This design comes from an exercise in tuning for small area and a short achievable clock period on the open sky130 flow, not from production work. At most, simulation tests tie the RTL to the original design; equivalence was not proved. The clock input has no modelled driver; a real chip could not lean on it and would need a root buffer or a full tree. Power is estimated from default activity; no workload was simulated.

Setup of the previous run:
==> flow/design.v <==
module fifo_top (
    input         clk,
    input         rst,         
    input  [63:0] inputs,
    input         in_vld,
    output        fifo_rdy,
    output [63:0] outputs,
    output        fifo_vld,
    input         mac_rdy
  );
  fifo #(.WORD_L(8), .DEPTH(8), .PORT_L(8)) u_fifo (
    .clk      (clk),
    .rst      (rst),
    .inputs   (inputs),
    .in_vld   (in_vld),
    .fifo_rdy (fifo_rdy),
    .outputs  (outputs),
    .fifo_vld (fifo_vld),
    .mac_rdy  (mac_rdy)
  );
endmodule

module fifo #(parameter WORD_L= 8, DEPTH= 8, PORT_L= 8) (
    input                                   clk,
    input                                   rst,
    input [PORT_L - 1 : 0] [WORD_L -1 : 0]  inputs,
    input                                   in_vld,
    output                                  fifo_rdy,
    output [PORT_L - 1 : 0] [WORD_L -1 : 0] outputs,
    output                                  fifo_vld,
    input                                   mac_rdy
  );
  localparam W = PORT_L * WORD_L;
  localparam M = DEPTH - 1;                 
  logic [M-1:0][W-1:0] mem;
  logic [W-1:0]        out_q;
  logic [M-1:0]        wr_oh;               
  logic [M-1:0]        rd_oh;               
  logic [DEPTH-1:0]    lvl;                 
  logic                rdy_q;               
  logic                wr_en, rd_en, inc, dec, load, to_mem, from_mem;
  logic [DEPTH-1:0]    lvl_n;
  logic [W-1:0]        head;
  assign fifo_rdy = rdy_q;
  assign fifo_vld = lvl[0];
  assign outputs  = out_q;
  assign wr_en    = in_vld  & rdy_q;
  assign rd_en    = mac_rdy & lvl[0];
  assign inc      = wr_en & ~rd_en;
  assign dec      = rd_en & ~wr_en;
  assign load     = mac_rdy | ~lvl[0];
  assign from_mem = mac_rdy & lvl[1];       
  assign to_mem   = wr_en & (lvl[1] | (lvl[0] & ~mac_rdy));
  always_comb begin
    for (int i = 0; i < DEPTH; i++) begin
      if (inc)      lvl_n[i] = (i == 0) ? 1'b1 : lvl[i-1];
      else if (dec) lvl_n[i] = (i == DEPTH-1) ? 1'b0 : lvl[i+1];
      else          lvl_n[i] = lvl[i];
    end
  end
  always_ff @(posedge clk) begin
    if (!rst) begin
      lvl   <= '0;
      rdy_q <= 1'b1;
      wr_oh <= M'(1);
      rd_oh <= M'(1);
    end else begin
      lvl   <= lvl_n;
      rdy_q <= ~lvl_n[DEPTH-1];
      if (to_mem)   wr_oh <= {wr_oh[M-2:0], wr_oh[M-1]};
      if (from_mem) rd_oh <= {rd_oh[M-2:0], rd_oh[M-1]};
    end
  end
  always_comb begin
    head = '0;
    for (int k = 0; k < M; k++)
      head = head | (mem[k] & {W{from_mem & rd_oh[k]}});
  end
  always_ff @(posedge clk) begin
    for (int k = 0; k < M; k++)
      if (wr_oh[k] & rdy_q) mem[k] <= inputs;
  end
  always_ff @(posedge clk)
    out_q <= (out_q  & {W{~load}})
           | (inputs & {W{load & ~lvl[1]}})
           | head;
endmodule
clock: 4.5 ns
lec_check: 0
cap_margin: 20
core_margin: 2
core_utilization: 60
setup_slack_margin: 2.8
slew_margin: 20
standard.sh (not shown) runs the stock make flow with config.mk's settings and CLKGATE_MAP_FILE= SYNTH_SCRIPT=/design/flow/synth_recipe.tcl, a recipe that flattens the netlist after the stock synthesis.
==> flow/flow/run.sh <==
#!/bin/bash
# Standard layout with two changes: port buffers are buf_2 cells (not the
# slow clkdlybuf4s50_1 buffer_ports picks by default) and the clock tree is
# built from fewer, larger sink clusters without dummy loads.
set -euo pipefail
bash standard.sh \
  "BUFFER_PORTS_ARGS=-buffer_cell sky130_fd_sc_hd__buf_2" \
  "CTS_ARGS=-sink_clustering_enable -repair_clock_nets -buf_list sky130_fd_sc_hd__clkbuf_16 -sink_clustering_size 20 -sink_clustering_max_diameter 50 -dont_use_dummy_load" \
  finish > standard.log 2>&1
Input-level comparison between the current run and the previous run:
-- flow/design.v --
<<< the previous run, line 75
    head = '0;
    for (int k = 0; k < M; k++)
      head = head | (mem[k] & {W{from_mem & rd_oh[k]}});
  end
  always_ff @(posedge clk) begin
    for (int k = 0; k < M; k++)
      if (wr_oh[k] & rdy_q) mem[k] <= inputs;
  end
  always_ff @(posedge clk)
    out_q <= (out_q  & {W{~load}})
           | (inputs & {W{load & ~lvl[1]}})
           | head;
endmodule
>>> the current run, line 75
    head = '0;
    for (int k = 0; k < M; k++)
      head = head | (mem[k] & {W{rd_oh[k]}});
  end
  always_ff @(posedge clk) begin
    for (int k = 0; k < M; k++)
      if (wr_oh[k] & rdy_q) mem[k] <= inputs;
    if (load) out_q <= lvl[1] ? head : inputs;
  end
endmodule
Findings:
The current run: total power divided by cell area higher than the previous run. From the previous run to the current run the numbers moved as follows: synthesized cell count lost 138, area used by multi-input combinational logic lost 22%. Per the comparison of the current run with the previous run, global-route wire length before repair held, quantity of gates resized following cts now smaller, overall power consumption now smaller, met2 routed wirelength has decreased. Compared with the previous run, die area in the current run decreased slightly. Lower count of buffers not belonging to the clock network in the layout was reported by the current run, not the previous run. The current run against the previous run: share of the cycle needed by the critical path after routing increased 3.7 points; switching power summed over all nets shows a reduction of about 7%; clock latency on the worst-skew pair essentially unchanged. Against the previous run, the current run comes in 2 higher on first-pass detailed-route iteration total. For static leakage, dividing the value from the current run by the value from the previous run gives 0.919.
No functional check of the RTL was part of any run of this note.

* * *

Setup of before:
fifo_top, a different RTL version from the one above (not shown whole).
Size in the first run: about 1100 cells after synthesis, ~540 flip-flops, about 130 I/O pins.
==> module fifo, before the edit <==
module fifo #(parameter WORD_L= 8, DEPTH= 8, PORT_L= 8) (
    input                                   clk,
    input                                   rst,
    input [PORT_L - 1 : 0] [WORD_L -1 : 0]  inputs,
    input                                   in_vld,
    output                                  fifo_rdy,
    output [PORT_L - 1 : 0] [WORD_L -1 : 0] outputs,
    output                                  fifo_vld,
    input                                   mac_rdy
  );
  localparam W = PORT_L * WORD_L;
  localparam M = DEPTH - 1;                 
  logic [M-1:0][W-1:0] mem;
  logic [W-1:0]        out_q;
  logic [M-1:0]        wr_oh;               
  logic [M-1:0]        rsel;                
  logic [DEPTH-1:0]    lvl;                 
  logic                rdy_q;               
  logic [M-1:0]        we_q;                
  logic                wr_en, rd_en, inc, dec, load, to_mem, from_mem;
  logic [DEPTH-1:0]    lvl_n;
  logic [M-1:0]        wr_oh_n, rd_oh, rd_oh_n;
  logic [W-1:0]        head;
  assign fifo_rdy = rdy_q;
  assign fifo_vld = lvl[0];
  assign outputs  = out_q;
  assign wr_en    = in_vld  & rdy_q;
  assign rd_en    = mac_rdy & lvl[0];
  assign inc      = wr_en & ~rd_en;
  assign dec      = rd_en & ~wr_en;
  assign load     = mac_rdy | ~lvl[0];
  assign from_mem = mac_rdy & lvl[1];       
  assign to_mem   = wr_en & (lvl[1] | (lvl[0] & ~mac_rdy));
  always_comb begin
    for (int i = 0; i < DEPTH; i++) begin
      if (inc)      lvl_n[i] = (i == 0) ? 1'b1 : lvl[i-1];
      else if (dec) lvl_n[i] = (i == DEPTH-1) ? 1'b0 : lvl[i+1];
      else          lvl_n[i] = lvl[i];
    end
  end
  assign rd_oh   = lvl[1] ? rsel : wr_oh;
  assign wr_oh_n = to_mem   ? {wr_oh[M-2:0], wr_oh[M-1]} : wr_oh;
  assign rd_oh_n = from_mem ? {rd_oh[M-2:0], rd_oh[M-1]} : rd_oh;
  always_ff @(posedge clk) begin
    if (!rst) begin
      lvl   <= '0;
      rdy_q <= 1'b1;
      wr_oh <= M'(1);
      we_q  <= M'(1);
      rsel  <= '0;
    end else begin
      lvl   <= lvl_n;
      rdy_q <= ~lvl_n[DEPTH-1];
      wr_oh <= wr_oh_n;
      we_q  <= lvl_n[DEPTH-1] ? '0 : wr_oh_n;
      rsel  <= lvl_n[1] ? rd_oh_n : '0;
    end
  end
  always_comb begin
    head = '0;
    for (int k = 0; k < M; k++)
      head = head | (mem[k] & {W{rsel[k]}});
  end
  always_ff @(posedge clk) begin
    for (int k = 0; k < M; k++)
      if (we_q[k]) mem[k] <= inputs;
  end
  always_ff @(posedge clk)
    out_q <= (out_q  & {W{~mac_rdy & lvl[0]}})
           | (inputs & {W{load & ~lvl[1]}})
           | (head   & {W{mac_rdy}});
endmodule
export LEC_CHECK = 0
export CAP_MARGIN = 20
export CORE_MARGIN = 2
export CORE_UTILIZATION = 60
export SETUP_SLACK_MARGIN = 2.85
export SLEW_MARGIN = 20
create_clock -name core_clock -period 4.5 [get_ports {clk}]
==> flow/flow/run.sh <==
#!/bin/bash
# Standard layout (the standard.sh, standard synthesis unchanged) with
# three changes:
#  - port buffers are buf_2 cells instead of the slow clkdlybuf4s50_1 that
#    buffer_ports picks by default;
#  - after global placement, flow/outff.tcl moves each flip-flop that drives
#    an output port buffer next to that buffer (detailed placement legalizes);
#  - the clock tree is a balanced two-level inverter tree built by
#    flow/mycts.tcl in place of clock_tree_synthesis.
set -euo pipefail
export MYCTS_LEAF_SIZE=20
export MYCTS_MID=4
export MYCTS_BUF=sky130_fd_sc_hd__clkinv_8
export MYCTS_MIDBUF=sky130_fd_sc_hd__clkinv_16
bash standard.sh \
  "BUFFER_PORTS_ARGS=-buffer_cell sky130_fd_sc_hd__buf_2" \
  "POST_GLOBAL_PLACE_TCL=$PWD/flow/outff.tcl" \
  "PRE_CTS_TCL=$PWD/flow/mycts.tcl" \
  finish > standard.log 2>&1
Other scripts of this flow, unchanged in this note and not shown: flow/flow/mycts.tcl, flow/flow/outff.tcl
Edits applied to the flow inputs when going from before to after:
==> flow/design.v, changed modules only <==
module fifo #(parameter WORD_L= 8, DEPTH= 8, PORT_L= 8) (
    input                                   clk,
    input                                   rst,
    input [PORT_L - 1 : 0] [WORD_L -1 : 0]  inputs,
    input                                   in_vld,
    output                                  fifo_rdy,
    output [PORT_L - 1 : 0] [WORD_L -1 : 0] outputs,
    output                                  fifo_vld,
    input                                   mac_rdy
  );
  localparam W = PORT_L * WORD_L;
  localparam M = DEPTH - 1;                 
  logic [M-1:0][W-1:0] mem;
  logic [W-1:0]        out_q;
  logic [M-1:0]        wr_oh;               
  logic [M-1:0]        rsel;                
  logic [DEPTH-1:0]    lvl;                 
  logic                rdy_q;               
  logic                wr_en, rd_en, inc, dec, load, to_mem, from_mem;
  logic [DEPTH-1:0]    lvl_n;
  logic [M-1:0]        wr_oh_n, rd_oh, rd_oh_n;
  logic [W-1:0]        head;
  assign fifo_rdy = rdy_q;
  assign fifo_vld = lvl[0];
  assign outputs  = out_q;
  assign wr_en    = in_vld  & rdy_q;
  assign rd_en    = mac_rdy & lvl[0];
  assign inc      = wr_en & ~rd_en;
  assign dec      = rd_en & ~wr_en;
  assign load     = mac_rdy | ~lvl[0];
  assign from_mem = mac_rdy & lvl[1];       
  assign to_mem   = wr_en & (lvl[1] | (lvl[0] & ~mac_rdy));
  always_comb begin
    for (int i = 0; i < DEPTH; i++) begin
      if (inc)      lvl_n[i] = (i == 0) ? 1'b1 : lvl[i-1];
      else if (dec) lvl_n[i] = (i == DEPTH-1) ? 1'b0 : lvl[i+1];
      else          lvl_n[i] = lvl[i];
    end
  end
  assign rd_oh   = lvl[1] ? rsel : wr_oh;
  assign wr_oh_n = to_mem   ? {wr_oh[M-2:0], wr_oh[M-1]} : wr_oh;
  assign rd_oh_n = from_mem ? {rd_oh[M-2:0], rd_oh[M-1]} : rd_oh;
  always_ff @(posedge clk) begin
    if (!rst) begin
      lvl   <= '0;
      rdy_q <= 1'b1;
      wr_oh <= M'(1);
      rsel  <= '0;
    end else begin
      lvl   <= lvl_n;
      rdy_q <= ~lvl_n[DEPTH-1];
      wr_oh <= wr_oh_n;
      rsel  <= lvl_n[1] ? rd_oh_n : '0;
    end
  end
  always_comb begin
    head = inputs & {W{~lvl[1]}};
    for (int k = 0; k < M; k++)
      head = head | (mem[k] & {W{rsel[k]}});
  end
  always_ff @(posedge clk) begin
    for (int k = 0; k < M; k++)
      if (wr_oh[k] & rdy_q) mem[k] <= inputs;
  end
  always_ff @(posedge clk)
    if (load) out_q <= head;
endmodule
[summary]
Comparing after and before, the higher estimated wirelength of the detail-placed design was measured on before.
Routed wire length ended up 8.9% lower on after than on before.
Going from before to after, the initial standard-cell utilization of the core was found to have gone down by 0.39 points.
Delta (after minus before): length of routed met2 wiring shrank by 9.9%; total power held steady; worst setup margin grew by 0.030 ns.
No run of this note included a check of the RTL's function; only the layout flow was run. In every run of this note, the design's own scripts or RTL, not TritonCTS, make the clock network.

* * *

Another version of the RTL of fifo_top (not shown whole).
For scale: ~1200 cells after synthesis, about 130 I/O pins, about 20000 um^2 of cells after synthesis.
==> module fifo, before the edit <==
module fifo #(parameter WORD_L= 8, DEPTH= 8, PORT_L= 8) (
    input                                   clk,
    input                                   rst,
    input [PORT_L - 1 : 0] [WORD_L -1 : 0]  inputs,
    input                                   in_vld,
    output                                  fifo_rdy,
    output [PORT_L - 1 : 0] [WORD_L -1 : 0] outputs,
    output                                  fifo_vld,
    input                                   mac_rdy
  );
  localparam W = PORT_L * WORD_L;
  localparam M = DEPTH - 1;                 
  logic [M-1:0][W-1:0] mem;
  logic [W-1:0]        out_q;
  logic [M-1:0]        wr_oh;               
  logic [M-1:0]        rd_oh;               
  logic [DEPTH-1:0]    lvl;                 
  logic                rdy_q;               
  logic [M-1:0]        we_q;                
  logic                wr_en, rd_en, inc, dec, load, to_mem, from_mem;
  logic [DEPTH-1:0]    lvl_n;
  logic [M-1:0]        wr_oh_n;
  logic [W-1:0]        head;
  assign fifo_rdy = rdy_q;
  assign fifo_vld = lvl[0];
  assign outputs  = out_q;
  assign wr_en    = in_vld  & rdy_q;
  assign rd_en    = mac_rdy & lvl[0];
  assign inc      = wr_en & ~rd_en;
  assign dec      = rd_en & ~wr_en;
  assign load     = mac_rdy | ~lvl[0];
  assign from_mem = mac_rdy & lvl[1];       
  assign to_mem   = wr_en & (lvl[1] | (lvl[0] & ~mac_rdy));
  always_comb begin
    for (int i = 0; i < DEPTH; i++) begin
      if (inc)      lvl_n[i] = (i == 0) ? 1'b1 : lvl[i-1];
      else if (dec) lvl_n[i] = (i == DEPTH-1) ? 1'b0 : lvl[i+1];
      else          lvl_n[i] = lvl[i];
    end
  end
  assign wr_oh_n = to_mem ? {wr_oh[M-2:0], wr_oh[M-1]} : wr_oh;
  always_ff @(posedge clk) begin
    if (!rst) begin
      lvl   <= '0;
      rdy_q <= 1'b1;
      wr_oh <= M'(1);
      we_q  <= M'(1);
      rd_oh <= M'(1);
    end else begin
      lvl   <= lvl_n;
      rdy_q <= ~lvl_n[DEPTH-1];
      wr_oh <= wr_oh_n;
      we_q  <= lvl_n[DEPTH-1] ? '0 : wr_oh_n;
      if (from_mem) rd_oh <= {rd_oh[M-2:0], rd_oh[M-1]};
    end
  end
  always_comb begin
    head = '0;
    for (int k = 0; k < M; k++)
      head = head | (mem[k] & {W{from_mem & rd_oh[k]}});
  end
  always_ff @(posedge clk) begin
    for (int k = 0; k < M; k++)
      if (we_q[k]) mem[k] <= inputs;
  end
  always_ff @(posedge clk)
    out_q <= (out_q  & {W{~load}})
           | (inputs & {W{load & ~lvl[1]}})
           | head;
endmodule
clock: 4.5 ns
lec_check: 0
cap_margin: 20
core_margin: 2
core_utilization: 60
setup_slack_margin: 2.8
slew_margin: 20
Scripts as last shown in full above: flow/flow/run.sh
Other scripts of this flow, unchanged in this note and not shown: flow/flow/mycts.tcl, flow/flow/outff.tcl
Next try:
--- a/flow/design.v
+++ b/flow/design.v
@@ -32,19 +32,19 @@
   );
   localparam W = PORT_L * WORD_L;
   localparam M = DEPTH - 1;                 
   logic [M-1:0][W-1:0] mem;
   logic [W-1:0]        out_q;
   logic [M-1:0]        wr_oh;               
-  logic [M-1:0]        rd_oh;               
+  logic [M-1:0]        rsel;                
   logic [DEPTH-1:0]    lvl;                 
   logic                rdy_q;               
   logic [M-1:0]        we_q;                
   logic                wr_en, rd_en, inc, dec, load, to_mem, from_mem;
   logic [DEPTH-1:0]    lvl_n;
-  logic [M-1:0]        wr_oh_n;
+  logic [M-1:0]        wr_oh_n, rd_oh, rd_oh_n;
   logic [W-1:0]        head;
   assign fifo_rdy = rdy_q;
   assign fifo_vld = lvl[0];
   assign outputs  = out_q;
   assign wr_en    = in_vld  & rdy_q;
   assign rd_en    = mac_rdy & lvl[0];
@@ -57,36 +57,36 @@
     for (int i = 0; i < DEPTH; i++) begin
       if (inc)      lvl_n[i] = (i == 0) ? 1'b1 : lvl[i-1];
       else if (dec) lvl_n[i] = (i == DEPTH-1) ? 1'b0 : lvl[i+1];
       else          lvl_n[i] = lvl[i];
     end
   end
-  assign wr_oh_n = to_mem ? {wr_oh[M-2:0], wr_oh[M-1]} : wr_oh;
+  assign rd_oh   = lvl[1] ? rsel : wr_oh;
+  assign wr_oh_n = to_mem   ? {wr_oh[M-2:0], wr_oh[M-1]} : wr_oh;
+  assign rd_oh_n = from_mem ? {rd_oh[M-2:0], rd_oh[M-1]} : rd_oh;
   always_ff @(posedge clk) begin
     if (!rst) begin
       lvl   <= '0;
       rdy_q <= 1'b1;
       wr_oh <= M'(1);
       we_q  <= M'(1);
-      rd_oh <= M'(1);
+      rsel  <= '0;
     end else begin
       lvl   <= lvl_n;
       rdy_q <= ~lvl_n[DEPTH-1];
       wr_oh <= wr_oh_n;
       we_q  <= lvl_n[DEPTH-1] ? '0 : wr_oh_n;
-      if (from_mem) rd_oh <= {rd_oh[M-2:0], rd_oh[M-1]};
+      rsel  <= lvl_n[1] ? rd_oh_n : '0;
     end
   end
   always_comb begin
-    head = '0;
+    head = inputs & {W{~lvl[1]}};
     for (int k = 0; k < M; k++)
-      head = head | (mem[k] & {W{from_mem & rd_oh[k]}});
+      head = head | (mem[k] & {W{rsel[k]}});
   end
   always_ff @(posedge clk) begin
     for (int k = 0; k < M; k++)
       if (we_q[k]) mem[k] <= inputs;
   end
   always_ff @(posedge clk)
-    out_q <= (out_q  & {W{~load}})
-           | (inputs & {W{load & ~lvl[1]}})
-           | head;
+    if (load) out_q <= head;
 endmodule
What happened: Global-route usage went down by 2.3 points. First-iteration DRC count went down by 0.49%. Sequential power went up by about 2%. Register-to-register slack is better by 0.15 ns. Die area went down by 3.2%.
In every run of this note, the design's own scripts or RTL, not TritonCTS, make the clock network.

==> static timing again, ports no longer ideal <==
In the flow no input, the clock included, has a driving cell. The finished layouts below were timed again as built, in two steps.
Step 1 assumes that a clkbuf_16 drives the clock port and a buf_2 every other input.
Step 2, shift: input delay + t, output delay - t, t = (earliest + latest rising clock arrival at the registers) / 2. This alone moves slack from input paths to output paths.
a / b / c = ideal / step 1 / step 2; a / b = the first two.
run | t (ns) | setup slack, ns | worst setup path at the end | clock arrival spread, ns | worst data-port slew with drivers (ns)
the previous run | 0.575 | 2.583 / 2.529 / 2.330 | input to register | 0.043 / 0.044 | 0.08
the current run | 0.573 | 2.418 / 2.368 / 2.262 | input to register | 0.047 / 0.047 | 0.08
before | 0.459 | 2.627 / 2.616 / 2.352 | input to register | 0.086 / 0.087 | 0.09
after | 0.468 | 2.657 / 2.561 / 2.380 | input to register | 0.082 / 0.081 | 0.08
the first run of note 3 | 0.467 | 2.557 / 2.525 / 2.276 | input to register | 0.056 / 0.052 | 0.08
the second run of note 3 | 0.454 | 2.756 / 2.568 / 2.508 | input to register | 0.048 / 0.047 | 0.07
After both steps every run listed still meets setup and hold. For the first run of note 3, which loses most, drivers alone change the setup slack by -0.032 ns; drivers and shift together by -0.281 ns.
